Context: an optimization exercise on an open-source flow, tuned for small area, a short achievable clock period and few clock cycles. The choices shown serve that exercise and are no tape-out recipe.
Function was checked by simulation only, so behaviour that the tests miss may differ from the original.
No run shown here takes its clock network from TritonCTS; it comes from the design's own scripts or RTL.
No driver is modelled on the clock port, so clock power and skew are understated where the tree is cut down; a real chip needs a root buffer or a tree.
Power figures rest on the tool's default switching activity, not on a simulated workload.

<file path="flow/constraint.sdc">
create_clock -name core_clock -period 35.0 [get_ports {clk}]
set_input_delay 7.0000 -clock core_clock [delete_from_list [all_inputs] [get_ports {clk}]]
set_output_delay 7.0000 -clock core_clock [all_outputs]
set_load 0.01 [all_outputs]
</file>
<file path="flow/flow/clock.tcl">
# Clock distribution for this small design, in place of ORFS's CTS step: the
# clock port drives NB clkbuf_16 buffers, each of which drives the flip-flops
# of one vertical strip of the core (the sinks sorted by x, in equal shares),
# placed at the centre of its sinks. Every flip-flop thus sees the clock
# through exactly one buffer, with balanced loads. Reads 3_place.odb, writes
# 4_1_cts.odb and 4_cts.odb (the files ORFS's CTS step leaves).
set R $::env(RESULTS)
set P $::env(PLATFORM_DIR)
read_liberty $P/lib/sky130_fd_sc_hd__tt_025C_1v80.lib
read_db $R/3_place.odb
read_sdc $R/3_place.sdc
source $P/setRC.tcl
set NB 4
set block [ord::get_db_block]
set master [[ord::get_db] findMaster sky130_fd_sc_hd__clkbuf_16]
set clk [[$block findBTerm clk] getNet]
set xs {}
foreach it [$clk getITerms] {
  set loc [[$it getInst] getLocation]
  lappend xs [list [lindex $loc 0] [lindex $loc 1] $it]
}
set xs [lsort -integer -index 0 $xs]
puts "clock sinks: [llength $xs]"
set per [expr {int(ceil([llength $xs] / double($NB)))}]
for {set b 0} {$b < $NB} {incr b} {
  set grp [lrange $xs [expr {$b * $per}] [expr {($b + 1) * $per - 1}]]
  if {[llength $grp] == 0} { continue }
  set sx 0
  set sy 0
  foreach g $grp {
    incr sx [lindex $g 0]
    incr sy [lindex $g 1]
  }
  set inst [odb::dbInst_create $block $master clkbuf_m_$b]
  $inst setLocation [expr {$sx / [llength $grp]}] [expr {$sy / [llength $grp]}]
  $inst setPlacementStatus PLACED
  set net [odb::dbNet_create $block clknet_m_$b]
  $net setSigType CLOCK
  [$inst findITerm A] connect $clk
  [$inst findITerm X] connect $net
  foreach g $grp {
    set it [lindex $g 2]
    $it disconnect
    $it connect $net
  }
  puts "buffer clkbuf_m_$b drives [llength $grp] sinks"
}
detailed_placement
check_placement -verbose
set_propagated_clock [all_clocks]
estimate_parasitics -placement
report_clock_latency
report_clock_skew
report_checks -path_delay min -format end -group_path_count 3
report_checks -path_delay max -format end -group_path_count 3
write_db $R/4_1_cts.odb
</file>
<file path="flow/config.mk">
export PLATFORM = sky130hd
export DESIGN_NAME = alu19
export DESIGN_NICKNAME = alu19
export VERILOG_FILES = /design/flow/design.v
export SDC_FILE = /design/flow/constraint.sdc
export NUM_CORES = 4
export LEC_CHECK = 0
export ABC_AREA = 1
export CAP_MARGIN = 0
export CORE_MARGIN = 2
export CORE_UTILIZATION = 40
export SLEW_MARGIN = 0
</file>
<file path="flow/flow/lib2map.py">
# write a yosys techmap file giving each combinational sky130hd cell its function
import re, sys
lib = open(sys.argv[1]).read()
out = []
pos = 0
cells = re.finditer(r'\n\s*cell\s*\(\s*"?(\w+)"?\s*\)\s*\{', lib)
starts = [(m.group(1), m.end()) for m in cells]
for idx, (name, st) in enumerate(starts):
    en = starts[idx+1][1] if idx+1 < len(starts) else len(lib)
    body = lib[st:en]
    if re.search(r'\b(ff|latch|statetable)\s*\(', body): continue
    pins = re.finditer(r'\n\s*pin\s*\(\s*"?(\w+)"?\s*\)\s*\{', body)
    ins, outs = [], []
    pl = [(m.group(1), m.end()) for m in pins]
    for j, (pn, ps) in enumerate(pl):
        pe = pl[j+1][1] if j+1 < len(pl) else len(body)
        pb = body[ps:pe]
        d = re.search(r'direction\s*:\s*"?(\w+)"?', pb)
        if not d: continue
        if d.group(1) == 'input': ins.append(pn)
        elif d.group(1) == 'output':
            f = re.search(r'function\s*:\s*"([^"]*)"', pb)
            if not f: outs = None; break
            outs.append((pn, f.group(1)))
    if not outs: continue
    def conv(f):
        f = f.replace('!', '~')
        # liberty: space between operands means AND; sky130 uses & so just strip
        return f
    ports = ins + [o for o, _ in outs]
    s = f"module {name} ({', '.join(ports)});\n"
    for i in ins: s += f"  input {i};\n"
    for o, f in outs: s += f"  output {o};\n  assign {o} = {conv(f)};\n"
    s += "endmodule\n"
    out.append(s)
print("".join(out))
</file>
<file path="flow/standard.sh">
#!/bin/bash
# synth_recipe.tcl (not shown) runs the flow's synth.tcl, then flattens the netlist and writes it again
# the make line also repeats each setting of config.mk as NAME=value (left out here)
make -C /OpenROAD-flow-scripts/flow DESIGN_CONFIG=/design/flow/config.mk WORK_HOME=/design/flow/orfs CLKGATE_MAP_FILE= SYNTH_SCRIPT=/design/flow/synth_recipe.tcl "${@:-finish}"
</file>
<file path="flow/design.v">
module add19 (
    input  [18:0] x,
    input  [18:0] y,
    input         cin,
    output [18:0] s,
    output        cout,
    output [18:0] p,
    output [18:0] g
);
    assign p = x ^ y;
    assign g = x & y;
    wire [19:0] G [0:5];
    wire [19:0] P [0:5];
    assign G[0] = {g, cin};
    assign P[0] = {p, 1'b0};
    genvar l, i;
    generate
        for (l = 0; l < 5; l = l + 1) begin : lvl
            for (i = 0; i < 20; i = i + 1) begin : pos
                if ((i >> l) % 2 == 1) begin : comb
                    assign G[l+1][i] = G[l][i] | (P[l][i] & G[l][((i >> l) << l) - 1]);
                    assign P[l+1][i] = P[l][i] & P[l][((i >> l) << l) - 1];
                end else begin : pass
                    assign G[l+1][i] = G[l][i];
                    assign P[l+1][i] = P[l][i];
                end
            end
        end
    endgenerate
    assign s    = p ^ G[5][18:0];
    assign cout = G[5][19];
endmodule
module norm19 (
    input  [18:0] v,
    output [18:0] n,
    output [4:0]  lz
);
    wire [18:0] v16 = lz[4] ? {v[2:0], 16'd0}   : v;
    wire [18:0] v8  = lz[3] ? {v16[10:0], 8'd0} : v16;
    wire [18:0] v4  = lz[2] ? {v8[14:0], 4'd0}  : v8;
    wire [18:0] v2  = lz[1] ? {v4[16:0], 2'd0}  : v4;
    assign lz[4] = (v[18:3]   == 16'd0);
    assign lz[3] = (v16[18:11] == 8'd0);
    assign lz[2] = (v8[18:15]  == 4'd0);
    assign lz[1] = (v4[18:17]  == 2'd0);
    assign lz[0] = ~v2[18];
    assign n = lz[0] ? {v2[17:0], 1'b0} : v2;
endmodule
module alu19 (
    input             clk,
    input             rst,
    input             in_valid,
    output            in_ready,
    input      [3:0]  op,
    input      [18:0] a,
    input      [18:0] b,
    output reg        out_valid,
    output reg [18:0] result,
    output reg        zero,
    output reg        carry,
    output reg        overflow
);
    reg          ready_o;   
    reg          busy;      
    wire         ready = ~busy;
    reg          vq;        
    reg          first;     
    reg  [3:0]   opq;
    reg  [18:0]  A;         
    reg          as;        
    reg  [18:0]  B;         
    reg          bm;        
    reg  [4:0]   cnt;       
    assign in_ready = ready_o;
    wire is_mul = (opq == 4'd2);
    wire is_div = (opq == 4'd3);
    wire is_md  = is_mul | is_div;
    wire [18:0] res_in = first ? 19'd0 : result;
    wire [18:0] dn;
    wire [4:0]  lz;
    norm19 nrm (.v(B), .n(dn), .lz(lz));
    wire [18:0] d_in   = first ? dn : B;
    wire        b_zero = (B == 19'd0);
    wire [4:0]  cnt_in = first ? lz : cnt;
    wire        as_in  = ~first & as;
    wire        dsub   = ~as_in;            
    wire       b_m1 = ~first & bm;
    wire       one0 = B[0] ^ b_m1;
    wire       two0 = (B[1] & ~B[0] & ~b_m1) | (~B[1] & B[0] & b_m1);
    wire       neg0 = B[1];
    wire       one1 = B[2] ^ B[1];
    wire       two1 = (B[3] & ~B[2] & ~B[1]) | (~B[3] & B[2] & B[1]);
    wire       neg1 = B[3];
    wire [18:0] a_m1 = {A[17:0], 1'b0};
    wire [18:0] row0 = (({19{one0}} & A) | ({19{two0}} & a_m1)) ^ {19{neg0}};
    wire [18:0] rw1  = (({19{one1}} & A) | ({19{two1}} & a_m1)) ^ {19{neg1}};
    wire [18:0] row1 = {rw1[16:0], neg1, neg1};
    wire [18:0] cs_s = res_in ^ row0 ^ row1;
    wire [18:0] cs_c = {(res_in[17:0] & row0[17:0]) | (res_in[17:0] & row1[17:0]) |
                        (row0[17:0] & row1[17:0]), neg1};
    reg  [18:0] x, y;
    reg         cin;
    always @(*) begin
        x = A; cin = 1'b0;
        case (opq)
            4'd0, 4'd6, 4'd7, 4'd8: y = B;
            4'd1:    begin y = ~B; cin = 1'b1; end
            4'd2:    begin x = cs_s; y = cs_c; cin = neg0; end
            4'd3:    begin y = d_in ^ {19{dsub}}; cin = dsub; end
            4'd4:    begin y = 19'd0; cin = 1'b1; end
            default: y = 19'h7FFFF;
        endcase
    end
    wire [18:0] sum, pr, gn;
    wire        cout;
    add19 add (.x(x), .y(y), .cin(cin), .s(sum), .cout(cout), .p(pr), .g(gn));
    wire        ge = ~(as_in ^ dsub ^ cout);
    reg [18:0] r_next;
    always @(*) begin
        case (opq)
            4'd0, 4'd1, 4'd2, 4'd4, 4'd5: r_next = sum;
            4'd3:    r_next = (first & b_zero) ? 19'h7FFFF : {res_in[17:0], ge};
            4'd6:    r_next = gn;                
            4'd7:    r_next = gn | pr;           
            4'd8, 4'd9: r_next = pr;             
            default: r_next = 19'd0;
        endcase
    end
    wire c_add = (opq == 4'd0) & cout;
    wire v_add = (opq == 4'd0) & (A[18] == B[18]) & (sum[18] != A[18]);
    wire mul_done      = (B[18:3] == 0);
    wire mul_last_next = (B[18:7] == 0);
    wire div_done      = (first & b_zero) | (cnt_in == 5'd0);
    wire div_last_next = (cnt_in == 5'd1);
    wire md_done       = is_mul ? mul_done : div_done;
    wire fin = vq & (ready | md_done);
    always @(posedge clk) begin
        result   <= r_next;
        zero     <= (r_next == 19'd0);
        carry    <= c_add;
        overflow <= v_add;
        if (ready) begin
            opq   <= op;
            A     <= a;
            B     <= b;
            first <= 1'b1;
        end else begin
            first <= 1'b0;
            cnt   <= cnt_in - 5'd1;
            bm    <= B[3];
            if (is_mul) begin
                A <= A << 4;
                B <= B >> 4;
            end else begin
                A  <= sum;
                as <= ~ge;
                B <= d_in >> 1;
            end
        end
        if (rst) begin
            ready_o   <= 1'b1;
            busy      <= 1'b0;
            vq        <= 1'b0;
            out_valid <= 1'b0;
        end else begin
            out_valid <= fin;
            if (ready) begin
                vq    <= in_valid;
                ready_o <= ~(in_valid & (op[3:1] == 3'b001));
                busy    <= in_valid & (op[3:1] == 3'b001);
            end else begin
                vq    <= ~md_done;
                ready_o <= md_done | (is_mul ? mul_last_next : div_last_next);
                busy    <= ~(md_done | (is_mul ? mul_last_next : div_last_next));
            end
        end
    end
endmodule
</file>
<file path="flow/flow/run.sh">
#!/bin/bash
set -euo pipefail
W=$(pwd)
P=${FLOW_PLATFORM:-sky130hd}
R=$W/orfs/results/$P/alu19/base
L=$W/orfs/logs/$P/alu19/base
LIB=$FLOW_HOME/platforms/$P/lib/sky130_fd_sc_hd__tt_025C_1v80.lib
YOSYS=$FLOW_HOME/../tools/install/yosys/bin/yosys
[[ -x $YOSYS ]] || YOSYS=yosys

# 1. standard synthesis
bash standard.sh synth > $W/log_1_standard_synth.txt 2>&1
cp $R/1_2_yosys.v $W/netlist_standard.v

# 2. re-map the combinational logic
python3 flow/lib2map.py $LIB > $W/cellmap.v
DONTUSE=$(grep -o -- '-dont_use [^ ]*' $L/1_2_yosys.log | sort -u | tr '\n' ' ')
ABCSCRIPT='+strash;&get,-n;&fraig,-x;&put;scorr;dc2;strash;&get,-n;&dch,-f;&put;dc2;strash;&get,-n;&dch,-f;&nf;&put;topo;upsize,-D,5500;dnsize,-D,5500'
cat > $W/reabc.ys <<YS
read_liberty -lib $LIB
read_verilog $W/netlist_standard.v
hierarchy -top $FLOW_TOP
techmap -map $W/cellmap.v
techmap
opt -fast
abc -liberty $LIB $DONTUSE -script $ABCSCRIPT
setundef -zero
splitnets
opt_clean -purge
hilomap -singleton -hicell sky130_fd_sc_hd__conb_1 HI -locell sky130_fd_sc_hd__conb_1 LO
insbuf -buf sky130_fd_sc_hd__buf_4 A X
opt_clean -purge
check -assert
stat -liberty $LIB
write_verilog -noattr -nohex -nodec $W/netlist_reabc.v
YS
$YOSYS -l $W/log_2_reabc.txt -q $W/reabc.ys > /dev/null 2>&1
# the registers must be the standard synthesis's, instance for instance
grep -E '^\s*sky130_fd_sc_hd__[a-z]*df' $W/netlist_standard.v | awk '{print $1, $2}' | sort > $W/regs_standard.txt
grep -E '^\s*sky130_fd_sc_hd__[a-z]*df' $W/netlist_reabc.v | awk '{print $1, $2}' | sort > $W/regs_reabc.txt
cmp $W/regs_standard.txt $W/regs_reabc.txt
cp $W/netlist_reabc.v $R/1_2_yosys.v
rm -f $R/1_synth.odb $R/1_synth.sdc

# 3. standard placement
export BUFFER_PORTS_ARGS="-buffer_cell sky130_fd_sc_hd__buf_1"
bash standard.sh place > $W/log_3_standard_place.txt 2>&1

# 4. clock buffers (flow/clock.tcl) in place of ORFS's CTS step
RESULTS=$R PLATFORM_DIR=$FLOW_HOME/platforms/$P openroad -no_init -exit flow/clock.tcl > $W/log_4_clock.txt 2>&1
cp $R/4_1_cts.odb $R/4_cts.odb
{ cat $R/3_place.sdc; echo "set_propagated_clock [all_clocks]"; } > $R/4_cts.sdc
touch $R/4_cts.odb $R/4_cts.sdc

# 5. the rest of the standard layout (routing and finishing)
bash standard.sh > $W/log_5_standard_layout.txt 2>&1
</file>
==> summary.md, run 1 <==
* run status: no timing/DRC/antenna violations
* post-synthesis instance area: 0.00670 mm2
* Top cell by count, worst path: sky130_fd_sc_hd__a311oi_2
* switching portion of total power: 40.9%
* critical path class: register to register
* kind of end point of the critical path: register
* ratio of final minimum period to clock period: 22.2%
* combinational fraction of design power: 46.8%
* clock latency at the later pin of the worst-skew pair: 0.16 ns
* DR WL/cell: 22.0 um
* ratio of cells with drive above 1 in the final layout: 4.61%
* critical path, cell by cell: buf_4, nor4_2, and4_4, a21oi_2, a41oi_1, nand4_4, o21ai_4, nor2_4, mux2_4, a222oi_1, nor2_1, o31a_1, a311oi_2, o31ai_4, a211oi_2, o21bai_1, a311oi_2, o31ai_1, a311oi_2, nor2_1, a41oi_1, o21ai_1, or4_1, nor4_1
* worst supply voltage drop on vdd: 0.0401 mV
* Post-Synthesis Mean Instance Area: 7.71 um2
* clock skew: 0.0188 ns
* Largest delay share family, worst path: compound AO/OA/AOI/OAI gates
* TritonRoute pass-1 iters: 6
* HPWL Detailed: 18.1 mm
* number of core rows: 47
* Cell Count, Final, Fillers Out: 1,175
* final wirelength: 25.9 mm
* drt drc: 0
* largest net degree at the start of global routing: 60
* Reg clk slew, reported paths: 0.09 ns
* slew at the pin closest to its max-slew limit: 1.25 ns
* core box area: 0.0165 mm2
* slew margin rel.: 16.3%
* final period demand of the worst path: 7.77 ns
* Initial Utilization: 40.7%
* number of warnings printed during yosys synthesis: 2
* data arrival time at the worst-slack endpoint: 7.82 ns
* Final Hold Fails: 0
* slack of the worst reg-to-reg path: 27.23 ns
* instance count after placement with tap cells included: 1,171
* Placed Instance Area: 0.00734 mm2
* via count of the first global-routing pass: 6,873
* type of the tightest min-delay check: register to register
* Post-DRT Antenna Nets: 0
* final setup violating endpoints: 0
* Slew Limit Fails: 0
* Synth Instances: 869
* drt initial violations: 943
* Post-Route Setup TNS: 0 ns
* initial antenna violation count: 0
* first-pass GRT wire length: 39.7 mm
* count of boundary I/O pins: 69
* largest fanout of any net on the critical path: 33
* Layout Cell Area excl Fill: 0.00744 mm2
* Required @ worst endpoint: 35.05 ns
* count of port buffers added during placement: 68
* total net switching power: 0.120 mW
* die boundary height: 133 um
* die width: 133 um
* Area growth syn-to-layout: 11.1%
* crit start category: register
* die footprint: 0.0178 mm2
* Total Routing Usage GR: 28.4%
* Overflow after GRT: 0
* Synthesized Nets: 914
* vias post-DR: 7,450
* Final Wtd Congestion: 0.926
* Fmax: 0.129 GHz
* relative contribution of sequential cells to total power: 37.3%
* Slowest Stage Delay on Critical Path: 0.58 ns
* P_leak: 2.50 nW
* setup repair after global routing missed its margin: no
* number of diodes: 0
* share of total power in the clock network: 15.8%
* Int Power: 0.174 mW
* critical path's slowest cell: sky130_fd_sc_hd__or4_1
* Layout Nets: 1,002
* power density relative to cell area: 39.5 mW/mm2
* number of maximum-capacitance violations: 0
* crit path buf inv count: 1
* via-per-instance ratio: 6.34
* final hold slack: 0.423 ns
-- sequential cells by signal, summed over array words and instances (netlist names) --
| register | count |
|---|---|
| as | 1 |
| A | 19 |
| out_valid | 1 |
| overflow | 1 |
| result | 19 |
| opq | 4 |
| carry | 1 |
| ready_o | 1 |
| vq | 1 |
| busy | 1 |
| cnt | 5 |
| bm | 1 |
| first | 1 |
| zero | 1 |
| B | 19 |
-- metal layers --
metal / track usage (%) / up-vias / share of wire (%)
li1: - / 3506 / -
met1: 39.1 / 3493 / 44
met2: 46.9 / 385 / 45
met3: 2.78 / 66 / 7.5
met4: 9.22 / 0 / 3.4
met5: 0 / - / 0
-- power by group through the flow --
stage / registers, mW / logic [mW] / clock network, mW
2_1_floorplan: 0.112 / 0.0975 / 0
3_3_place_gp: 0.111 / 0.134 / 0
3_5_place_dp: 0.111 / 0.134 / 0
5_1_grt: 0.111 / 0.150 / 0.0501
6_report: 0.110 / 0.138 / 0.0466
-- worst register-to-register path: stages (launching register included) --
cell	delay (ns)
sky130_fd_sc_hd__dfxtp_1	0.31
sky130_fd_sc_hd__buf_4	0.29
sky130_fd_sc_hd__nor4_2	0.37
sky130_fd_sc_hd__and4_4	0.35
sky130_fd_sc_hd__a21oi_2	0.12
sky130_fd_sc_hd__a41oi_1	0.39
sky130_fd_sc_hd__nand4_4	0.43
sky130_fd_sc_hd__o21ai_4	0.44
sky130_fd_sc_hd__nor2_4	0.19
sky130_fd_sc_hd__mux2_4	0.35
sky130_fd_sc_hd__a222oi_1	0.45
sky130_fd_sc_hd__nor2_1	0.20
sky130_fd_sc_hd__o31a_1	0.37
sky130_fd_sc_hd__a311oi_2	0.33
sky130_fd_sc_hd__o31ai_4	0.12
sky130_fd_sc_hd__a211oi_2	0.27
sky130_fd_sc_hd__o21bai_1	0.15
sky130_fd_sc_hd__a311oi_2	0.33
sky130_fd_sc_hd__o31ai_1	0.18
sky130_fd_sc_hd__a311oi_2	0.40
sky130_fd_sc_hd__nor2_1	0.13
sky130_fd_sc_hd__a41oi_1	0.44
sky130_fd_sc_hd__o21ai_1	0.26
sky130_fd_sc_hd__or4_1	0.58
sky130_fd_sc_hd__nor4_1	0.21
-- final cells by class --
type / instances / area, um2
Buffer: 4 / 100
Fill cell: 1741 / 9020
Inverter: 32 / 120
Multi-Input combinational cell: 761 / 4950
Sequential cell: 76 / 1630
Tap cell: 220 / 275
Timing Repair Buffer: 82 / 360
-- cell usage in the layout, fill, tap and decap left out, drive strengths merged, types with 25 or more instances in the layout --
master and instances:
o21ai 96, a21oi 86, nor2 82, buf 82, nand2 76, xnor2 76, dfxtp 65, a22oi 57
clkinv 30, nor2b 25
-- per-stage QoR --
stage	setup slack (ns)	utilization, %	power, mW
floorplan	27.53	-	0.210
finish	27.23	45.2	0.294
global route	26.93	45.2	0.311
detailed placement	27.39	44.6	0.246
global placement	27.40	44.6	0.245
-- final timing paths --
kind / startpoint / endpoint / depth (start not counted)
min reg2reg: vq / out_valid / 2
min: vq / out_valid / 2
max reg2reg: B[3] / zero / 24
max: B[3] / zero / 24
Testbench counts, summed over its fixed seeds: cycles 39,688.
==> run 2, diff against run 1 <==
--- a/flow/design.v
+++ b/flow/design.v
@@ -80,9 +80,9 @@
     wire [4:0]  lz;
     norm19 nrm (.v(B), .n(dn), .lz(lz));
-    wire [18:0] d_in   = first ? dn : B;
     wire        b_zero = (B == 19'd0);
-    wire [4:0]  cnt_in = first ? lz : cnt;
+    wire        d_norm = first & ~B[18] & ~b_zero;
+    wire [4:0]  cnt_in = first ? 5'd0 : cnt;
     wire        as_in  = ~first & as;
-    wire        dsub   = ~as_in;            
+    wire        dsub   = ~as_in & ~d_norm;  
     wire       b_m1 = ~first & bm;
     wire       one0 = B[0] ^ b_m1;
@@ -107,5 +107,5 @@
             4'd1:    begin y = ~B; cin = 1'b1; end
             4'd2:    begin x = cs_s; y = cs_c; cin = neg0; end
-            4'd3:    begin y = d_in ^ {19{dsub}}; cin = dsub; end
+            4'd3:    begin y = (B & {19{~d_norm}}) ^ {19{dsub}}; cin = dsub; end
             4'd4:    begin y = 19'd0; cin = 1'b1; end
             default: y = 19'h7FFFF;
@@ -120,5 +120,6 @@
         case (opq)
             4'd0, 4'd1, 4'd2, 4'd4, 4'd5: r_next = sum;
-            4'd3:    r_next = (first & b_zero) ? 19'h7FFFF : {res_in[17:0], ge};
+            4'd3:    r_next = (first & b_zero) ? 19'h7FFFF :
+                              d_norm ? 19'd0 : {res_in[17:0], ge};
             4'd6:    r_next = gn;                
             4'd7:    r_next = gn | pr;           
@@ -131,6 +132,6 @@
     wire mul_done      = (B[18:3] == 0);
     wire mul_last_next = (B[18:7] == 0);
-    wire div_done      = (first & b_zero) | (cnt_in == 5'd0);
-    wire div_last_next = (cnt_in == 5'd1);
+    wire div_done      = (first & b_zero) | (~d_norm & (cnt_in == 5'd0));
+    wire div_last_next = ~d_norm & (cnt_in == 5'd1);
     wire md_done       = is_mul ? mul_done : div_done;
     wire fin = vq & (ready | md_done);
@@ -147,5 +148,5 @@
         end else begin
             first <= 1'b0;
-            cnt   <= cnt_in - 5'd1;
+            cnt   <= d_norm ? lz : cnt_in - 5'd1;
             bm    <= B[3];
             if (is_mul) begin
@@ -153,7 +154,7 @@
                 B <= B >> 4;
             end else begin
-                A  <= sum;
-                as <= ~ge;
-                B <= d_in >> 1;
+                A  <= sum;                  
+                as <= ~ge & ~d_norm;
+                B  <= d_norm ? dn : B >> 1;
             end
         end
--- a/flow/config.mk
+++ b/flow/config.mk
@@ -10,3 +10,4 @@
 export CORE_MARGIN = 2
 export CORE_UTILIZATION = 40
+export GPL_TIMING_DRIVEN = 0
 export SLEW_MARGIN = 0
==> run 2 against run 1 <==
Still clean on timing, DRC and antenna. Clock power is 2% lower. Sequential cell count unchanged. Design area down 2.2%. Clock skew is 0.0031 ns lower. First-iteration DRC count shrank 27%. Combinational power fell by 4%. Power down 0.88%. Routed wire length fell by 8.0%. Critical path type unchanged. Largest power group unchanged.
==> summary.md, run 2 <==
* run status: no timing/DRC/antenna violations
* vias post-DR: 7,177, -3.7%
* slew margin rel.: 9.58%, -6.8 points
* Final Hold Fails: 0, unchanged
* clock skew: 0.0157 ns, -0.00313 ns
* largest fanout of any net on the critical path: 20, -39%
* Cell Count, Final, Fillers Out: 1,141, -2.9%
* count of boundary I/O pins: 69, unchanged
* kind of end point of the critical path: register
* HPWL Detailed: 16.8 mm, -7.0%
* drt initial violations: 689, -27%
* via count of the first global-routing pass: 6,648, -3.3%
* type of the tightest min-delay check: register to register
* number of diodes: 0, unchanged
* Final Wtd Congestion: 0.936, +0.98%
* Synth Instances: 845, -2.8%
* number of warnings printed during yosys synthesis: 2, unchanged
* setup repair after global routing missed its margin: no
* critical path class: register to register
* Total Routing Usage GR: 26.3%, -2.1 points
* worst r2r path cells: 19, -21%
* Filler Cells Inserted: 1,723, -1.0%
* number of maximum-capacitance violations: 0, unchanged
* drt drc: 0, unchanged
* number of core rows: 46, -2.1%
* crit start category: register
* die footprint: 0.0172 mm2, -3.2%
* Required @ worst endpoint: 35.08 ns, +0.03 ns
* worst supply voltage drop on vdd: 0.0282 mV, -30%
* slew at the pin closest to its max-slew limit: 1.35 ns, +0.0963 ns
* final wirelength: 23.8 mm, -8.0%
* die boundary height: 131 um, -1.6%
* Post-DRT Antenna Nets: 0, unchanged
* P_leak: 2.43 nW, -2.9%
* ratio of cells with drive above 1 in the final layout: 2.59%, -2.0 points
* via-per-instance ratio: 6.29, -0.79%
* count of port buffers added during placement: 68, unchanged
* leading cell type in the layout, fill and taps excluded: sky130_fd_sc_hd__nand2_1
* Reg clk slew, reported paths: 0.09 ns, about the same
* instance count after placement with tap cells included: 1,137, -2.9%
* final period demand of the worst path: 7.97 ns, +0.202 ns
* Critical path origin: first
* slack of the worst reg-to-reg path: 27.03 ns, -0.20 ns
* Initial Utilization: 40.9%, +0.24 points
* Layout Nets: 972, -3.0%
* clock latency at the later pin of the worst-skew pair: 0.16 ns, about the same
* first-pass GRT wire length: 37.1 mm, -6.6%
* largest net degree at the start of global routing: 41, -32%
* most frequent cells in the layout: sky130_fd_sc_hd__nand2_1 (92), sky130_fd_sc_hd__a21oi_1 (80), sky130_fd_sc_hd__nor2_1 (75)
* core box area: 0.0158 mm2, -3.9%
* Area growth syn-to-layout: 12.3%
* die width: 131 um, -1.6%
* TritonRoute pass-1 iters: 5, -1
* Worst Setup EP: zero
* DR WL/cell: 20.8 um, -5.3%
* registers with the most flip-flops: A x19, B x19, result x19
* Fmax: 0.125 GHz, -2.5%
* Overflow after GRT: 0, unchanged
* initial antenna violation count: 0, unchanged
* Slew Limit Fails: 0, unchanged
* ratio of final minimum period to clock period: 22.8%, +0.58 points
* Critical R2R Capture: zero
* final setup violating endpoints: 0, unchanged
* launch point of the worst reg-to-reg path: first
* Post-Route Setup TNS: 0 ns, unchanged
* data arrival time at the worst-slack endpoint: 8.05 ns, +0.23 ns
* power density relative to cell area: 40.0 mW/mm2, +1.4%
* Post-Synthesis Mean Instance Area: 7.66 um2, -0.56%
* Synthesized Nets: 890, -2.6%
* post-synthesis instance area: 0.00648 mm2, -3.3%
==> run 2: final cells by class <==
type	instances	area, um2	area share [%]
inverter	26	97.6	1.34
timing repair buffer	76	379	5.21
sequential	76	1630	22.5
buffer	4	100	1.38
multi-input combinational	743	4790	65.9
tap	216	270	3.71
==> run 2: critical path: stages (launching register included) <==
cell                       delay [ns]
sky130_fd_sc_hd__dfxtp_1         1.06
sky130_fd_sc_hd__clkinv_1        0.97
sky130_fd_sc_hd__a31o_1          0.63
sky130_fd_sc_hd__a221oi_1        0.36
sky130_fd_sc_hd__o21ai_1         0.18
sky130_fd_sc_hd__maj3_1          0.48
sky130_fd_sc_hd__a211o_1         0.34
sky130_fd_sc_hd__a311oi_1        0.35
sky130_fd_sc_hd__nor3_1          0.15
sky130_fd_sc_hd__o311a_1         0.34
sky130_fd_sc_hd__o311ai_0        0.45
sky130_fd_sc_hd__a311oi_1        0.21
sky130_fd_sc_hd__o311ai_0        0.47
sky130_fd_sc_hd__a21oi_1         0.17
sky130_fd_sc_hd__o31ai_1         0.42
sky130_fd_sc_hd__a21oi_1         0.18
sky130_fd_sc_hd__xnor2_1         0.19
sky130_fd_sc_hd__o21ai_0         0.17
sky130_fd_sc_hd__or4_1           0.57
sky130_fd_sc_hd__nor3_1          0.18
==> run 2: how the worst min path moves through the flow <==
| stage | from | to | slack (ns) | cells past startpoint |
|---|---|---|---|---|
| floorplan | vq | out_valid | 0.44 | 1 |
| global placement | vq | out_valid | 0.45 | 1 |
| detailed placement | vq | out_valid | 0.45 | 1 |
| global route | vq | out_valid | 0.47 | 1 |
| finish | vq | out_valid | 0.47 | 1 |
==> run 2: metrics by stage <==
step	utilization, %	instance area [um2]	power [mW]	hold WS (ns)	setup WS (ns)
finish	46.0	7280	0.291	0.466	27.03
global placement	44.2	7000	0.241	0.449	26.27
global route	46.0	7280	0.309	0.473	26.50
detailed placement	45.3	7180	0.244	0.449	27.20
floorplan	-	6480	0.208	0.438	27.43
==> run 2: power breakdown <==
group / internal, mW / switching [mW] / leakage [nW]
Combinational: 0.0537 / 0.0779 / 1.73
Sequential: 0.0991 / 0.0149 / 0.650
Clock: 0.0209 / 0.0249 / 0.0493
==> run 2: layer usage <==
metal	share of wire [%]	vias to the layer above	global-route usage, %
met3	7.6	45	2.82
met1	44	3403	37.0
met5	0	-	0
met4	2.3	0	5.50
li1	-	3402	-
met2	46	327	43.8
Testbench counts of run 2, summed over its fixed seeds: cycles 40,988.
==> run 3, diff against run 2 <==
--- a/flow/config.mk
+++ b/flow/config.mk
@@ -9,5 +9,4 @@
 export CAP_MARGIN = 0
 export CORE_MARGIN = 2
-export CORE_UTILIZATION = 40
-export GPL_TIMING_DRIVEN = 0
+export CORE_UTILIZATION = 75
 export SLEW_MARGIN = 0
==> run 3 against run 2 <==
Still clean on timing, DRC and antenna. Combinational power grew 6%. Clock power shrank 3%. Register-to-register slack gained 0.77 ns. Utilization grew 40 points. Critical path depth shrank 18. Worst hold slack lost 0.0019 ns. Sequential share of layout area grew 0.52 points. Highest routed layer unchanged.
==> summary.md, run 3 <==
* Layout Nets: 980, +0.82%
* data arrival time at the worst-slack endpoint: 0.70 ns, -7.35 ns
* clock skew: 0.0203 ns, +0.00455 ns
* ratio of cells with drive above 1 in the final layout: 2.79%, +0.19 points
* critical path class: register to primary output
* Int Power: 0.173 mW, about the same
* P_leak: 2.43 nW, -0.20%
* TritonRoute pass-1 iters: 10, +5
* first-pass GRT wire length: 37.4 mm, +0.72%
* post-synthesis instance area: 0.00648 mm2, unchanged
* Post-DRT Antenna Nets: 0, unchanged
* die boundary height: 96.9 um, -26%
* number of core rows: 33, -28%
* crit start category: register
* Slew Limit Fails: 0, unchanged
* registers with the most flip-flops: A x19, B x19, result x19
* Slowest Stage Delay on Critical Path: 0.38 ns, -0.68 ns
* Synth Instances: 845, unchanged
* clock latency at the later pin of the worst-skew pair: 0.16 ns, about the same
* run status: no timing/DRC/antenna violations
* Area growth syn-to-layout: 9.62%
* Final Wtd Congestion: 1.07, +15%
* Synthesized Nets: 890, unchanged
* Overflow after GRT: 0, unchanged
* Fmax: 0.130 GHz, +3.4%
* drt initial violations: 1,510, +120%
* Reg clk slew, reported paths: 0.09 ns, about the same
* switching portion of total power: 41.4%, +1.0 points
* count of port buffers added during placement: 68, unchanged
* setup repair after global routing missed its margin: no
* ratio of final minimum period to clock period: 22.0%, -0.76 points
* number of diodes: 0, unchanged
* slew margin rel.: 15.6%, +6.0 points
* kind of end point of the critical path: primary output
* HPWL Detailed: 16.1 mm, -4.2%
* launch point of the worst reg-to-reg path: first
* combinational fraction of design power: 47.3%, +2.2 points
* critical path, cell by cell: buf_1
* core box area: 0.00830 mm2, -48%
* type of the tightest min-delay check: register to register
* vias post-DR: 8,128, +13%
* Hold Path Origin: vq
* DR WL/cell: 22.8 um, +9.5%
* number of warnings printed during yosys synthesis: 2, unchanged
* initial antenna violation count: 0, unchanged
* critical path's slowest cell: sky130_fd_sc_hd__dfxtp_1
* relative contribution of sequential cells to total power: 37.7%, -1.4 points
* drt drc: 0, unchanged
* Critical path origin: result[12]
* crit path buf inv count: 1, unchanged
* largest fanout of any net on the critical path: 2, -90%
* leading cell type in the layout, fill and taps excluded: sky130_fd_sc_hd__nand2_1
* worst supply voltage drop on vdd: 0.0613 mV, +120%
* final setup violating endpoints: 0, unchanged
* via-per-instance ratio: 7.83, +24%
* Final Hold Fails: 0, unchanged
* Total Routing Usage GR: 47.7%, +21 points
* Required @ worst endpoint: 28.00 ns, -7.08 ns
* number of maximum-capacitance violations: 0, unchanged
* Post-Synthesis Mean Instance Area: 7.66 um2, unchanged
* slew at the pin closest to its max-slew limit: 1.26 ns, -0.0897 ns
* most frequent cells in the layout: sky130_fd_sc_hd__nand2_1 (92), sky130_fd_sc_hd__a21oi_1 (80), sky130_fd_sc_hd__nor2_1 (75)
* final period demand of the worst path: 7.70 ns, -0.266 ns
* die width: 96.9 um, -26%
* Largest delay share family, worst path: flip-flops
* die footprint: 0.00939 mm2, -45%
* Placed Instance Area: 0.00700 mm2, -2.5%
* power density relative to cell area: 41.7 mW/mm2, +4.2%
* count of boundary I/O pins: 69, unchanged
* final wirelength: 23.7 mm, -0.37%
* largest net degree at the start of global routing: 49, +20%
* Post-Route Setup TNS: 0 ns, unchanged
* share of total power in the clock network: 15.0%, -0.7 points
* via count of the first global-routing pass: 7,686, +16%
* total net switching power: 0.123 mW, +4.2%
* Initial Utilization: 78.0%, +37 points
* Layout Cell Area excl Fill: 0.00710 mm2, -2.4%
run 3: through the flow:
stage	power, mW	instances	setup slack [ns]	hold WS [ns]	utilization [%]
2_1_floorplan	0.208	845	27.43	0.438	-
3_3_place_gp	0.238	1034	27.29	0.447	84.3
3_5_place_dp	0.244	1034	27.23	0.458	84.3
5_1_grt	0.307	1038	27.29	0.481	85.5
6_report	0.296	1038	27.30	0.464	85.5
run 3: metal layers:
metal  global-route usage [%]  wire, um  vias to the layer above
met2                     76.4     10200                      848
met5                        0         0                        -
met4                     29.0      1940                        0
met3                     9.75      3810                      289
li1                         -         -                     3425
met1                     58.8      7730                     3566
run 3: layout make-up:
| type | instances | area, um2 |
|---|---|---|
| multi-input combinational | 743 | 4760 |
| sequential | 76 | 1630 |
| buffer | 4 | 100 |
| tap | 105 | 131 |
| fill | 524 | 1200 |
| inverter | 26 | 97.6 |
| timing repair buffer | 84 | 375 |
run 3: power by group through the flow:
| stage | clock network [mW] | registers [mW] | logic (mW) |
|---|---|---|---|
| 6_report | 0.0444 | 0.112 | 0.140 |
| 5_1_grt | 0.0471 | 0.112 | 0.148 |
| 3_3_place_gp | 0 | 0.112 | 0.126 |
| 3_5_place_dp | 0 | 0.112 | 0.132 |
| 2_1_floorplan | 0 | 0.113 | 0.0948 |
run 3: final timing paths:
path / end / slack [ns] / cells after the start
worst min-delay path: out_valid / 0.46 / 1
worst min register to register: out_valid / 0.46 / 1
worst max-delay path: result[12] / 27.30 / 1
worst max register to register: zero / 27.80 / 20
==> run 4, diff against run 3 <==
--- a/flow/config.mk
+++ b/flow/config.mk
@@ -9,4 +9,4 @@
 export CAP_MARGIN = 0
 export CORE_MARGIN = 2
-export CORE_UTILIZATION = 75
+export CORE_UTILIZATION = 60
 export SLEW_MARGIN = 0
==> run 4 against run 3 <==
Still clean on timing, DRC and antenna. Fmax decreased by 0.12%. Area after synthesis unchanged. Sequential power about the same. Combinational power decreased by 3%. Via count decreased by 7.4%. Die area increased by 24%. Worst hold slack got worse by 0.0011 ns. Clock power increased by 3%. Register-to-register slack got worse by 0.09 ns. Largest cell class unchanged. Largest power group unchanged. Highest routed layer unchanged.
==> summary.md, run 4 <==
* worst supply voltage drop on vdd: 0.0529 mV, -14%
* type of the tightest min-delay check: register to register
* HPWL Detailed: 16.3 mm, +1.1%
* Final Hold Fails: 0, unchanged
* Worst Setup EP: result[12]
* clock skew: 0.0254 ns, +0.00511 ns
* Post-Place Setup Slack: 27.28 ns, +0.0408 ns
* DR WL/cell: 21.8 um, -4.3%
* drt drc: 0, unchanged
* minimum setup slack in the final design: 27.29 ns, -0.00930 ns
* total area of sequential cells: 0.00163 mm2, unchanged
* Fmax: 0.130 GHz, -0.12%
* post-synthesis instance area: 0.00648 mm2, unchanged
* critical path class: register to primary output
* largest fanout of any net on the critical path: 2, unchanged
* Post-Synthesis Mean Instance Area: 7.66 um2, unchanged
* Area growth syn-to-layout: 10.2%
* launch point of the worst reg-to-reg path: first
* Final Wtd Congestion: 0.976, -9.0%
* slack of the worst reg-to-reg path: 27.71 ns, -0.09 ns
* ratio of final minimum period to clock period: 22.0%, +0.027 points
* TritonRoute pass-1 iters: 7, -3
* Total Routing Usage GR: 39.2%, -8.5 points
* power density relative to cell area: 41.1 mW/mm2, -1.6%
* most frequent cells in the layout: sky130_fd_sc_hd__nand2_1 (92), sky130_fd_sc_hd__a21oi_1 (80), sky130_fd_sc_hd__nor2_1 (75)
* crit path buf inv count: 1, unchanged
* slew margin rel.: 23.7%, +8.1 points
* Initial Utilization: 62.2%, -16 points
* Synth Instances: 845, unchanged
* Synthesized Nets: 890, unchanged
* die width: 108 um, +11%
* via count of the first global-routing pass: 6,906, -10%
* registers with the most flip-flops: A x19, B x19, result x19
* number of diodes: 0, unchanged
* leading cell type in the layout, fill and taps excluded: sky130_fd_sc_hd__nand2_1
* clock latency at the later pin of the worst-skew pair: 0.16 ns, about the same
* die boundary height: 108 um, +11%
* core box area: 0.0104 mm2, +26%
* via-per-instance ratio: 7.05, -10%
* cell count along the critical path: 1, unchanged
* kind of end point of the critical path: primary output
* setup repair after global routing missed its margin: no
* vias post-DR: 7,529, -7.4%
* Filler Cells Inserted: 912, +74%
* final setup violating endpoints: 0, unchanged
* worst r2r path cells: 20, unchanged
* number of core rows: 37, +12%
* die footprint: 0.0116 mm2, +24%
* Largest delay share family, worst path: flip-flops
* first-pass GRT wire length: 36.0 mm, -3.6%
* Slew Limit Fails: 0, unchanged
* slew at the pin closest to its max-slew limit: 1.14 ns, -0.117 ns
* crit start category: register
* core occupancy in the finished layout: 68.5%, -17 points
* instance count after placement with tap cells included: 1,064, +2.9%
* count of boundary I/O pins: 69, unchanged
* critical path's slowest cell: sky130_fd_sc_hd__dfxtp_1
* largest net degree at the start of global routing: 40, -18%
* data arrival time at the worst-slack endpoint: 0.71 ns, about the same
* final wirelength: 23.3 mm, -1.5%
* run status: no timing/DRC/antenna violations
* Layout Nets: 979, -0.10%
* Critical R2R Capture: zero
* Overflow after GRT: 0, unchanged
* Slowest Stage Delay on Critical Path: 0.38 ns, about the same
* Post-Route Setup TNS: 0 ns, unchanged
* Required @ worst endpoint: 28.00 ns, about the same
* Post-DRT Antenna Nets: 0, unchanged
* count of port buffers added during placement: 68, unchanged
* Cell Count, Final, Fillers Out: 1,068, +2.9%
* area occupied by multi-input gates: 0.00477 mm2, +0.13%
* initial antenna violation count: 0, unchanged
* number of maximum-capacitance violations: 0, unchanged
* critical path, cell by cell: buf_1
* Reg clk slew, reported paths: 0.10 ns, about the same
* final period demand of the worst path: 7.71 ns, +0.00930 ns
* drt initial violations: 874, -42%
* P_leak: 2.42 nW, -0.17%
* Critical path origin: result[12]
* final hold slack: 0.463 ns, -0.00112 ns
* ratio of cells with drive above 1 in the final layout: 2.79%, +0.0030 points
* number of warnings printed during yosys synthesis: 2, unchanged
[run 4: changes by cell type in the layout (fill, tap and decap cells not counted), sizes merged]
cell	delta
buf	-1
[run 4: how the worst min path moves through the flow]
stage,start,endpoint,slack [ns],depth (start not counted)
floorplan,vq,out_valid,0.44,1
finish,vq,out_valid,0.46,1
global placement,vq,out_valid,0.45,1
detailed placement,vq,out_valid,0.46,1
global route,vq,out_valid,0.48,1
[run 4: final cells by class]
| type | instances | area share, % |
|---|---|---|
| buffer | 4 | 1.40 |
| inverter | 26 | 1.37 |
| multi-input combinational | 743 | 66.8 |
| sequential | 76 | 22.9 |
| tap | 136 | 2.38 |
| timing repair buffer | 83 | 5.15 |
[run 4: per-stage QoR]
step	area (um2)	total power, mW
finish	7140	0.293
global placement	7040	0.240
global route	7140	0.307
detailed placement	7040	0.244
floorplan	6480	0.208
[run 4: power breakdown]
group | internal, mW | switching, mW | leakage, nW
Combinational | 0.0534 | 0.0826 | 1.72
Sequential | 0.0991 | 0.0123 | 0.650
Clock | 0.0208 | 0.0248 | 0.0493
Total | 0.173 | 0.120 | 2.42
[run 4: worst reg2reg max path, delay by kind of cell (launching register included)]
| kind | cells | cell delay (ns) |
|---|---|---|
| AO/OA/AOI/OAI | 14 | 4.65 |
| XOR/XNOR | 1 | 0.41 |
| adder cells (fa/ha/maj) | 1 | 0.46 |
| buffers and inverters | 2 | 1.02 |
| flip-flops | 1 | 0.32 |
| AND/OR/NAND/NOR | 2 | 0.38 |
[run 4: per-layer routing]
layer	vias up	GRT usage, %	wire (um)
met5	-	0	0
li1	3420	-	-
met3	90	4.84	2610
met2	542	66.2	10800
met4	0	14.4	863
met1	3477	51.3	9100
==> run 5, diff against run 4 <==
--- a/flow/config.mk
+++ b/flow/config.mk
@@ -9,4 +9,4 @@
 export CAP_MARGIN = 0
 export CORE_MARGIN = 2
-export CORE_UTILIZATION = 60
+export CORE_UTILIZATION = 40
 export SLEW_MARGIN = 0
==> run 5 against run 4 <==
Final cell count increased by 7.5%. Utilization fell by 23 points. Critical path type unchanged. Critical path depth did not move. Combinational power shrank 3%. Via count shrank 5.1%. Still clean. Highest routed layer unchanged.
==> summary.md, run 5 <==
* power density relative to cell area: 40.0 mW/mm2, -2.6%
* number of core rows: 46, +24%
* largest net degree at the start of global routing: 50, +25%
* drt drc: 0, unchanged
* largest fanout of any net on the critical path: 2, unchanged
* leading cell type in the layout, fill and taps excluded: sky130_fd_sc_hd__nand2_1
* count of port buffers added during placement: 68, unchanged
* slew at the pin closest to its max-slew limit: 1.19 ns, +0.0492 ns
* Initial Utilization: 40.9%, -21 points
* Filler Cells Inserted: 1,629, +79%
* Total Routing Usage GR: 26.0%, -13 points
* slack of the worst reg-to-reg path: 27.59 ns, -0.12 ns
* Final Hold Fails: 0, unchanged
* Hold Path Origin: vq
* registers with the most flip-flops: A x19, B x19, result x19
* critical path class: register to primary output
* data arrival time at the worst-slack endpoint: 0.67 ns, -0.04 ns
* count of boundary I/O pins: 69, unchanged
* first-pass GRT wire length: 36.5 mm, +1.4%
* ratio of cells with drive above 1 in the final layout: 2.90%, +0.11 points
* minimum setup slack in the final design: 27.33 ns, +0.0437 ns
* final period demand of the worst path: 7.67 ns, -0.0437 ns
* DR WL/cell: 20.6 um, -5.6%
* Endpoint, Worst Hold: out_valid
* Layout Cell Area excl Fill: 0.00724 mm2, +1.5%
* Largest delay share family, worst path: flip-flops
* die boundary height: 131 um, +22%
* final wirelength: 23.7 mm, +1.5%
* Cell Count, Final, Fillers Out: 1,148, +7.5%
* number of diodes: 0, unchanged
* kind of end point of the critical path: primary output
* total area of sequential cells: 0.00163 mm2, unchanged
* clock skew: 0.0160 ns, -0.00937 ns
* slew margin rel.: 20.2%, -3.5 points
* die footprint: 0.0172 mm2, +48%
* final hold slack: 0.453 ns, -0.0100 ns
* Power Total: 0.290 mW, -1.1%
* critical path, cell by cell: buf_1
* P_leak: 2.42 nW, about the same
* Fmax: 0.130 GHz, +0.57%
* via-per-instance ratio: 6.22, -12%
* type of the tightest min-delay check: register to register
* TritonRoute pass-1 iters: 5, -2
* critical path's slowest cell: sky130_fd_sc_hd__dfxtp_1
* Required @ worst endpoint: 28.00 ns, about the same
* setup repair after global routing missed its margin: no
* via count of the first global-routing pass: 6,562, -5.0%
* number of warnings printed during yosys synthesis: 2, unchanged
* Slew Limit Fails: 0, unchanged
* Placed Instance Area: 0.00714 mm2, +1.5%
* Post-Route Setup TNS: 0 ns, unchanged
* launch point of the worst reg-to-reg path: B[1]
* Overflow after GRT: 0, unchanged
* Post-Synthesis Mean Instance Area: 7.66 um2, unchanged
* initial antenna violation count: 1, +1
* vias post-DR: 7,143, -5.1%
* run status: no timing/DRC/antenna violations
* core box area: 0.0158 mm2, +52%
* Synth Instances: 845, unchanged
* Layout Nets: 979, unchanged
* Hold Path Depth: 1, unchanged
* die width: 131 um, +22%
* number of maximum-capacitance violations: 0, unchanged
* worst r2r path cells: 21, +5.0%
* Reg clk slew, reported paths: 0.09 ns, about the same
* ratio of final minimum period to clock period: 21.9%, -0.12 points
* post-synthesis instance area: 0.00648 mm2, unchanged
* Post-Place Setup Slack: 27.26 ns, -0.0138 ns
* HPWL Detailed: 16.6 mm, +1.5%
* Post-DRT Antenna Nets: 0, unchanged
* Synthesized Nets: 890, unchanged
* Critical R2R Capture: zero
* final setup violating endpoints: 0, unchanged
* drt initial violations: 545, -38%
* clock latency at the later pin of the worst-skew pair: 0.16 ns, about the same
* Slowest Stage Delay on Critical Path: 0.35 ns, -0.03 ns
* area occupied by multi-input gates: 0.00478 mm2, +0.16%
* worst supply voltage drop on vdd: 0.0382 mV, -28%
* Final Wtd Congestion: 0.903, -7.5%
* most frequent cells in the layout: sky130_fd_sc_hd__nand2_1 (92), sky130_fd_sc_hd__a21oi_1 (80), sky130_fd_sc_hd__nor2_1 (75)
* instance count after placement with tap cells included: 1,144, +7.5%
* Area growth syn-to-layout: 11.9%
* core occupancy in the finished layout: 45.8%, -23 points
* crit start category: register
* crit path buf inv count: 1, unchanged
==> run 5: final cells by class <==
type / instances / share of cell area [%]
flip-flops and latches: 76 / 22.5
multi-input cells: 743 / 65.9
repair buffers: 83 / 5.08
inverters: 26 / 1.35
plain buffers: 4 / 1.38
well taps: 216 / 3.73
==> run 5: worst max-delay path by stage <==
stage / start / end / slack [ns] / cells after the start
3_5_place_dp: in_valid / ready_o / 27.26 / 6
3_3_place_gp: in_valid / ready_o / 27.27 / 6
5_1_grt: B[1] / zero / 27.11 / 21
2_1_floorplan: in_valid / ready_o / 27.43 / 5
6_report: result[9] / result[9] / 27.33 / 1
==> run 5: per-layer routing <==
| layer | vias up | part of all wire [%] | global-route usage, % |
|---|---|---|---|
| li1 | 3419 | - | - |
| met5 | - | 0 | 0 |
| met1 | 3335 | 43 | 35.6 |
| met4 | 0 | 2.2 | 5.31 |
| met3 | 52 | 7.9 | 3.13 |
| met2 | 337 | 47 | 44.3 |
==> run 5: power by group <==
group	switching [mW]	total [mW]	internal, mW	leakage (nW)
Combinational	0.0786	0.132	0.0532	1.72
Clock	0.0252	0.0461	0.0209	0.0493
Sequential	0.0128	0.112	0.0990	0.650
==> run 5: worst reg2reg max path, cell delays in order, from the launching register on <==
cell                       delay (ns)
sky130_fd_sc_hd__dfxtp_1         0.95
sky130_fd_sc_hd__buf_4           0.44
sky130_fd_sc_hd__xor2_2          0.83
sky130_fd_sc_hd__a32oi_1         0.14
sky130_fd_sc_hd__xnor2_1         0.32
sky130_fd_sc_hd__xor2_1          0.23
sky130_fd_sc_hd__xnor2_1         0.09
sky130_fd_sc_hd__mux2i_1         0.21
sky130_fd_sc_hd__nand4_1         0.20
sky130_fd_sc_hd__a311oi_1        0.41
sky130_fd_sc_hd__nor3_1          0.13
sky130_fd_sc_hd__o311a_1         0.34
sky130_fd_sc_hd__o311ai_0        0.51
sky130_fd_sc_hd__a311oi_1        0.22
sky130_fd_sc_hd__o311ai_0        0.44
sky130_fd_sc_hd__a21oi_1         0.18
sky130_fd_sc_hd__o31ai_1         0.43
sky130_fd_sc_hd__a21oi_1         0.18
sky130_fd_sc_hd__xnor2_1         0.19
sky130_fd_sc_hd__o21ai_0         0.17
sky130_fd_sc_hd__or4_1           0.57
sky130_fd_sc_hd__nor3_1          0.17
==> run 6, diff against run 5 <==
--- a/flow/design.v
+++ b/flow/design.v
@@ -71,5 +71,4 @@
     reg  [18:0]  B;         
     reg          bm;        
-    reg  [4:0]   cnt;       
     assign in_ready = ready_o;
     wire is_mul = (opq == 4'd2);
@@ -82,5 +81,13 @@
     wire        b_zero = (B == 19'd0);
     wire        d_norm = first & ~B[18] & ~b_zero;
-    wire [4:0]  cnt_in = first ? 5'd0 : cnt;
+    wire [18:0] b_or;                        
+    assign b_or[18] = B[18];
+    genvar gi;
+    generate
+        for (gi = 17; gi >= 0; gi = gi - 1) begin : smear
+            assign b_or[gi] = b_or[gi+1] | B[gi];
+        end
+    endgenerate
+    wire [18:0] b_msb = B & ~{1'b0, b_or[18:1]};
     wire        as_in  = ~first & as;
     wire        dsub   = ~as_in & ~d_norm;  
@@ -121,5 +128,5 @@
             4'd0, 4'd1, 4'd2, 4'd4, 4'd5: r_next = sum;
             4'd3:    r_next = (first & b_zero) ? 19'h7FFFF :
-                              d_norm ? 19'd0 : {res_in[17:0], ge};
+                              d_norm ? b_msb : {res_in[17:0], ge};
             4'd6:    r_next = gn;                
             4'd7:    r_next = gn | pr;           
@@ -132,6 +139,6 @@
     wire mul_done      = (B[18:3] == 0);
     wire mul_last_next = (B[18:7] == 0);
-    wire div_done      = (first & b_zero) | (~d_norm & (cnt_in == 5'd0));
-    wire div_last_next = ~d_norm & (cnt_in == 5'd1);
+    wire div_done      = first ? (b_zero | B[18]) : result[18];
+    wire div_last_next = ~first & result[17];
     wire md_done       = is_mul ? mul_done : div_done;
     wire fin = vq & (ready | md_done);
@@ -148,5 +155,4 @@
         end else begin
             first <= 1'b0;
-            cnt   <= d_norm ? lz : cnt_in - 5'd1;
             bm    <= B[3];
             if (is_mul) begin
==> run 6 against run 5 <==
Routed wire length increased by 12%. Sequential share of layout area fell by 2.0 points. Sequential cell count is 5 lower. Utilization fell by 0.18 points. Combinational power barely moved. Still clean. Via count rose by 6.4%. Fmax fell by 0.54%. Sequential power decreased by 6%.
==> summary.md, run 6 <==
* DR WL/cell: 22.7 um, +9.9%
* initial antenna violation count: 0, -1
* slew margin rel.: 30.6%, +10 points
* vias post-DR: 7,603, +6.4%
* Reg clk slew, reported paths: 0.09 ns, about the same
* Critical R2R Capture: zero
* die boundary height: 131 um, -0.30%
* count of boundary I/O pins: 69, unchanged
* power density relative to cell area: 38.8 mW/mm2, -3.0%
* type of the tightest min-delay check: register to register
* ratio of final minimum period to clock period: 22.0%, +0.12 points
* Total Routing Usage GR: 30.4%, +4.3 points
* post-synthesis instance area: 0.00644 mm2, -0.62%
* crit start category: register
* most frequent cells in the layout: sky130_fd_sc_hd__o21ai_0 (106), sky130_fd_sc_hd__a21oi_1 (83), sky130_fd_sc_hd__nor2_1 (82)
* final setup violating endpoints: 0, unchanged
* Slew Limit Fails: 0, unchanged
* clock skew: 0.0165 ns, +0.000510 ns
* kind of end point of the critical path: primary output
* Synthesized Nets: 906, +1.8%
* HPWL Detailed: 18.4 mm, +11%
* ratio of cells with drive above 1 in the final layout: 2.94%, +0.044 points
* Hold Path Origin: vq
* drt drc: 0, unchanged
* drt initial violations: 888, +63%
* number of core rows: 46, unchanged
* leading cell type in the layout, fill and taps excluded: sky130_fd_sc_hd__o21ai_0
* core box area: 0.0158 mm2, unchanged
* slack of the worst reg-to-reg path: 27.55 ns, -0.04 ns
* Initial Utilization: 40.7%, -0.25 points
* Layout Nets: 999, +2.0%
* critical path class: register to primary output
* slew at the pin closest to its max-slew limit: 1.04 ns, -0.155 ns
* crit path buf inv count: 1, unchanged
* die footprint: 0.0171 mm2, -0.59%
* setup repair after global routing missed its margin: no
* clock latency at the later pin of the worst-skew pair: 0.16 ns, about the same
* Slowest Stage Delay on Critical Path: 0.39 ns, +0.04 ns
* via count of the first global-routing pass: 7,075, +7.8%
* data arrival time at the worst-slack endpoint: 0.71 ns, +0.04 ns
* first-pass GRT wire length: 40.2 mm, +9.9%
* Placed Instance Area: 0.00712 mm2, -0.40%
* Post-DRT Antenna Nets: 0, unchanged
* Synth Instances: 861, +1.9%
* core occupancy in the finished layout: 45.6%, -0.18 points
* Largest delay share family, worst path: flip-flops
* Hold Path Depth: 2, +1
* largest fanout of any net on the critical path: 2, unchanged
* via-per-instance ratio: 6.51, +4.6%
* number of diodes: 0, unchanged
* Post-Synthesis Mean Instance Area: 7.48 um2, -2.5%
* Final Hold Fails: 0, unchanged
* number of maximum-capacitance violations: 0, unchanged
* Required @ worst endpoint: 28.00 ns, about the same
* Area growth syn-to-layout: 12.1%
* Overflow after GRT: 0, unchanged
* Endpoint, Worst Hold: out_valid
* launch point of the worst reg-to-reg path: B[1]
* critical path, cell by cell: buf_1
* Final Wtd Congestion: 0.989, +9.5%
* run status: no timing/DRC/antenna violations
* die width: 131 um, -0.30%
* TritonRoute pass-1 iters: 7, +2
* number of warnings printed during yosys synthesis: 2, unchanged
* critical path's slowest cell: sky130_fd_sc_hd__dfxtp_1
* Fmax: 0.130 GHz, -0.54%
* worst supply voltage drop on vdd: 0.0313 mV, -18%
* Post-Route Setup TNS: 0 ns, unchanged
* cell count along the critical path: 1, unchanged
* final wirelength: 26.5 mm, +12%
* worst r2r path cells: 17, -19%
* Layout Cell Area excl Fill: 0.00722 mm2, -0.40%
* P_leak: 2.48 nW, +2.4%
* final period demand of the worst path: 7.71 ns, +0.0416 ns
* largest net degree at the start of global routing: 52, +4.0%
* registers with the most flip-flops: A x19, B x19, result x19
* count of port buffers added during placement: 68, unchanged
-- run 6: per-layer routing --
layer | GRT usage [%] | part of all wire, %
met2 | 49.5 | 44
met3 | 4.64 | 10
met1 | 40.6 | 42
met5 | 0 | 0
met4 | 11.5 | 3.8
-- run 6: final cells by class --
cell class                      instances  area (um2)
Fill cell                            1666        8610
Multi-Input combinational cell        772        4900
Sequential cell                        71        1480
Timing Repair Buffer                   87         398
Tap cell                              216         270
Buffer                                  4         100
Inverter                               18        67.6
-- run 6: how the worst max path moves through the flow --
stage,start,to,slack (ns)
after detailed placement,in_valid,ready_o,27.24
after floorplan,in_valid,ready_o,27.41
after global placement,in_valid,ready_o,27.26
final,result[6],result[6],27.29
after global routing,result[6],result[6],27.26
-- run 6: metrics by stage --
| stage | std cells | power [mW] | hold WS [ns] | setup WS [ns] |
|---|---|---|---|---|
| after floorplan | 861 | 0.195 | 0.395 | 27.41 |
| after global placement | 1164 | 0.232 | 0.404 | 27.26 |
| after detailed placement | 1164 | 0.232 | 0.408 | 27.24 |
| after global routing | 1168 | 0.295 | 0.453 | 27.26 |
| final | 1168 | 0.280 | 0.418 | 27.29 |
-- run 6: where the power goes --
part	switching [mW]	total, mW	internal [mW]
registers	0.0137	0.105	0.0915
clock network	0.0246	0.0454	0.0208
logic	0.0773	0.129	0.0519
total	0.116	0.280	0.164
Testbench counts of run 6, summed over its fixed seeds: cycles 40,988.
==> run 7, diff against run 6 <==
--- a/flow/design.v
+++ b/flow/design.v
@@ -80,5 +80,6 @@
     norm19 nrm (.v(B), .n(dn), .lz(lz));
     wire        b_zero = (B == 19'd0);
-    wire        d_norm = first & ~B[18] & ~b_zero;
+    wire        cout;                        
+    wire        d_norm = first & ~B[18] & ~b_zero & cout;
     wire [18:0] b_or;                        
     assign b_or[18] = B[18];
@@ -91,5 +92,5 @@
     wire [18:0] b_msb = B & ~{1'b0, b_or[18:1]};
     wire        as_in  = ~first & as;
-    wire        dsub   = ~as_in & ~d_norm;  
+    wire        dsub   = ~as_in;            
     wire       b_m1 = ~first & bm;
     wire       one0 = B[0] ^ b_m1;
@@ -114,5 +115,5 @@
             4'd1:    begin y = ~B; cin = 1'b1; end
             4'd2:    begin x = cs_s; y = cs_c; cin = neg0; end
-            4'd3:    begin y = (B & {19{~d_norm}}) ^ {19{dsub}}; cin = dsub; end
+            4'd3:    begin y = B ^ {19{dsub}}; cin = dsub; end
             4'd4:    begin y = 19'd0; cin = 1'b1; end
             default: y = 19'h7FFFF;
@@ -120,5 +121,4 @@
     end
     wire [18:0] sum, pr, gn;
-    wire        cout;
     add19 add (.x(x), .y(y), .cin(cin), .s(sum), .cout(cout), .p(pr), .g(gn));
     wire        ge = ~(as_in ^ dsub ^ cout);
@@ -139,5 +139,5 @@
     wire mul_done      = (B[18:3] == 0);
     wire mul_last_next = (B[18:7] == 0);
-    wire div_done      = first ? (b_zero | B[18]) : result[18];
+    wire div_done      = first ? (b_zero | B[18] | ~cout) : result[18];
     wire div_last_next = ~first & result[17];
     wire md_done       = is_mul ? mul_done : div_done;
@@ -160,5 +160,5 @@
                 B <= B >> 4;
             end else begin
-                A  <= sum;                  
+                if (~d_norm) A <= sum;
                 as <= ~ge & ~d_norm;
                 B  <= d_norm ? dn : B >> 1;
==> run 7 against run 6 <==
Design area increased by 1.3%. Synthesized cell count is 1.9% lower. Global-route usage decreased by 3.6 points. First-iteration DRC count down 3.6%. Critical endpoint is now result[18]. Die area rose by 1.9%. Final cell count fell by 1.6%. Area after synthesis is 1.9% higher. Critical path depth stayed put. Clock power is 1% lower. Register-to-register slack better by 0.33 ns. Still clean.
==> summary.md, run 7 <==
* run status: no timing/DRC/antenna violations
* number of diodes: 0, unchanged
* first-pass GRT wire length: 37.7 mm, -6.1%
* type of the tightest min-delay check: register to register
* slew margin rel.: 16.7%, -14 points
* data arrival time at the worst-slack endpoint: 0.71 ns, about the same
* number of core rows: 46, unchanged
* final period demand of the worst path: 7.71 ns, +0.00280 ns
* count of port buffers added during placement: 68, unchanged
* leading cell type in the layout, fill and taps excluded: sky130_fd_sc_hd__nand2_1
* Required @ worst endpoint: 28.00 ns, about the same
* minimum setup slack in the final design: 27.29 ns, -0.00280 ns
* initial antenna violation count: 0, unchanged
* number of maximum-capacitance violations: 0, unchanged
* Post-DRT Antenna Nets: 0, unchanged
* most frequent cells in the layout: sky130_fd_sc_hd__nand2_1 (95), sky130_fd_sc_hd__o21ai_0 (85), sky130_fd_sc_hd__a21oi_1 (81)
* HPWL Detailed: 17.1 mm, -6.8%
* largest fanout of any net on the critical path: 3, +1
* drt drc: 0, unchanged
* DR WL/cell: 21.2 um, -6.5%
* Int Power: 0.170 mW, +3.3%
* share of total power in the clock network: 15.5%, -0.7 points
* Slew Limit Fails: 0, unchanged
* final setup violating endpoints: 0, unchanged
* Reg clk slew, reported paths: 0.10 ns, about the same
* Power Total: 0.288 mW, +3.0%
* Area growth syn-to-layout: 11.4%
* Overflow after GRT: 0, unchanged
* Slowest Stage Delay on Critical Path: 0.38 ns, about the same
* ratio of cells with drive above 1 in the final layout: 3.00%, +0.060 points
* largest net degree at the start of global routing: 48, -7.7%
* Cell Count, Final, Fillers Out: 1,149, -1.6%
* TritonRoute pass-1 iters: 5, -2
* power density relative to cell area: 39.4 mW/mm2, +1.6%
* switching portion of total power: 41.1%, -0.16 points
* die boundary height: 132 um, +0.94%
* via-per-instance ratio: 6.31, -3.1%
* kind of end point of the critical path: primary output
* worst supply voltage drop on vdd: 0.0424 mV, +35%
* via count of the first global-routing pass: 6,709, -5.2%
* Synth Instances: 845, -1.9%
* crit path buf inv count: 1, unchanged
* Post-Place Setup Slack: 27.27 ns, +0.0288 ns
* Largest delay share family, worst path: flip-flops
* crit start category: register
* instance count after placement with tap cells included: 1,145, -1.6%
* total net switching power: 0.119 mW, +2.6%
* combinational fraction of design power: 47.4%, +1.2 points
* worst r2r path cells: 18, +1
* Layout Nets: 980, -1.9%
* relative contribution of sequential cells to total power: 37.1%, -0.5 points
* slew at the pin closest to its max-slew limit: 1.24 ns, +0.202 ns
* P_leak: 2.50 nW, +0.80%
* setup repair after global routing missed its margin: no
* Post-Route Setup TNS: 0 ns, unchanged
* Synthesized Nets: 890, -1.8%
* ratio of final minimum period to clock period: 22.0%, about the same
* Total Routing Usage GR: 26.8%, -3.6 points
* cell count along the critical path: 1, unchanged
* registers with the most flip-flops: A x19, B x19, result x19
* critical path's slowest cell: sky130_fd_sc_hd__dfxtp_1
* Fmax: 0.130 GHz, about the same
* clock latency at the later pin of the worst-skew pair: 0.16 ns, about the same
* core box area: 0.0159 mm2, +0.73%
* clock skew: 0.0234 ns, +0.00692 ns
* Final Wtd Congestion: 0.926, -6.3%
* final wirelength: 24.3 mm, -8.0%
* critical path class: register to primary output
* number of warnings printed during yosys synthesis: 2, unchanged
* vias post-DR: 7,249, -4.7%
* die width: 132 um, +0.94%
* Post-Synthesis Mean Instance Area: 7.76 um2, +3.9%
* count of boundary I/O pins: 69, unchanged
* Initial Utilization: 41.2%, +0.49 points
* Final Hold Fails: 0, unchanged
* critical path, cell by cell: buf_1
* drt initial violations: 856, -3.6%
* die footprint: 0.0174 mm2, +1.9%
* post-synthesis instance area: 0.00656 mm2, +1.9%
* Hold Path Depth: 2, unchanged
==> run 7: worst paths after layout <==
kind | from | end | slack (ns)
max | result[18] | result[18] | 27.29
min | vq | out_valid | 0.42
max reg2reg | first | A[11] | 27.88
min reg2reg | vq | out_valid | 0.42
==> run 7: final cells by class <==
cell class	instances	area (um2)
Fill cell	1679	8630
Multi-Input combinational cell	750	4800
Timing Repair Buffer	84	375
Inverter	24	90.1
Tap cell	216	270
Buffer	4	100
Sequential cell	71	1670
==> run 7: power by group through the flow <==
| stage | combinational [mW] | sequential (mW) | clock (mW) |
|---|---|---|---|
| floorplan | 0.0960 | 0.108 | 0 |
| global placement | 0.133 | 0.108 | 0 |
| detailed placement | 0.133 | 0.108 | 0 |
| global route | 0.149 | 0.108 | 0.0479 |
| finish | 0.137 | 0.107 | 0.0448 |
==> run 7: tightest hold or removal path, delay by kind of cell (launching register included) <==
family / cells / cell delay (ns)
DFF: 1 / 0.30
and+or+nand+nor: 2 / 0.09
==> run 7: metrics by stage <==
step	cell area (um2)	utilization, %	hold slack [ns]
3_3_place_gp	7210	45.2	0.416
3_5_place_dp	7210	45.2	0.418
6_report	7310	45.9	0.423
2_1_floorplan	6560	-	0.395
5_1_grt	7310	45.9	0.463
==> run 7: metal layers <==
metal	part of all wire [%]	vias to the layer above	wire (um)	global-route usage [%]
li1	-	3431	-	-
met1	45	3384	10900	37.7
met2	44	366	10700	42.8
met3	8.0	68	1940	2.50
met4	3.4	0	838	9.24
met5	0	-	0	0
Testbench counts of run 7, summed over its fixed seeds: cycles 39,756.

## port drivers added, routing unchanged
Ports are ideal in the flow. The routed layouts listed here were re-timed in OpenROAD. Step 1, drivers: a clkbuf_16 drives clk and a buf_2 each remaining input, both assumed. Step 2, shift: input delay + t, output delay - t, t = (earliest + latest rising clock arrival at the registers) / 2. This alone moves slack from input paths to output paths. Three values: no drivers, after step 1, after step 2; two values: the first two.
run | t (ns) | slack for setup (ns) | hold slack, ns
run 1 | 0.230 | 27.233 / 27.233 / 27.233 | 0.423 / 0.423 / 0.423
run 2 | 0.229 | 27.031 / 27.031 / 27.031 | 0.466 / 0.466 / 0.466
run 3 | 0.222 | 27.297 / 27.220 / 27.206 | 0.464 / 0.464 / 0.464
run 4 | 0.226 | 27.287 / 27.213 / 27.251 | 0.463 / 0.463 / 0.463
run 5 | 0.233 | 27.331 / 27.247 / 27.265 | 0.453 / 0.453 / 0.453
run 6 | 0.233 | 27.289 / 27.206 / 27.243 | 0.418 / 0.418 / 0.418
run 7 | 0.237 | 27.287 / 27.199 / 27.253 | 0.423 / 0.423 / 0.423
After both steps every run listed still meets setup and hold. For run 3, which loses most, drivers alone change the setup slack by -0.077 ns; drivers and shift together by -0.091 ns.
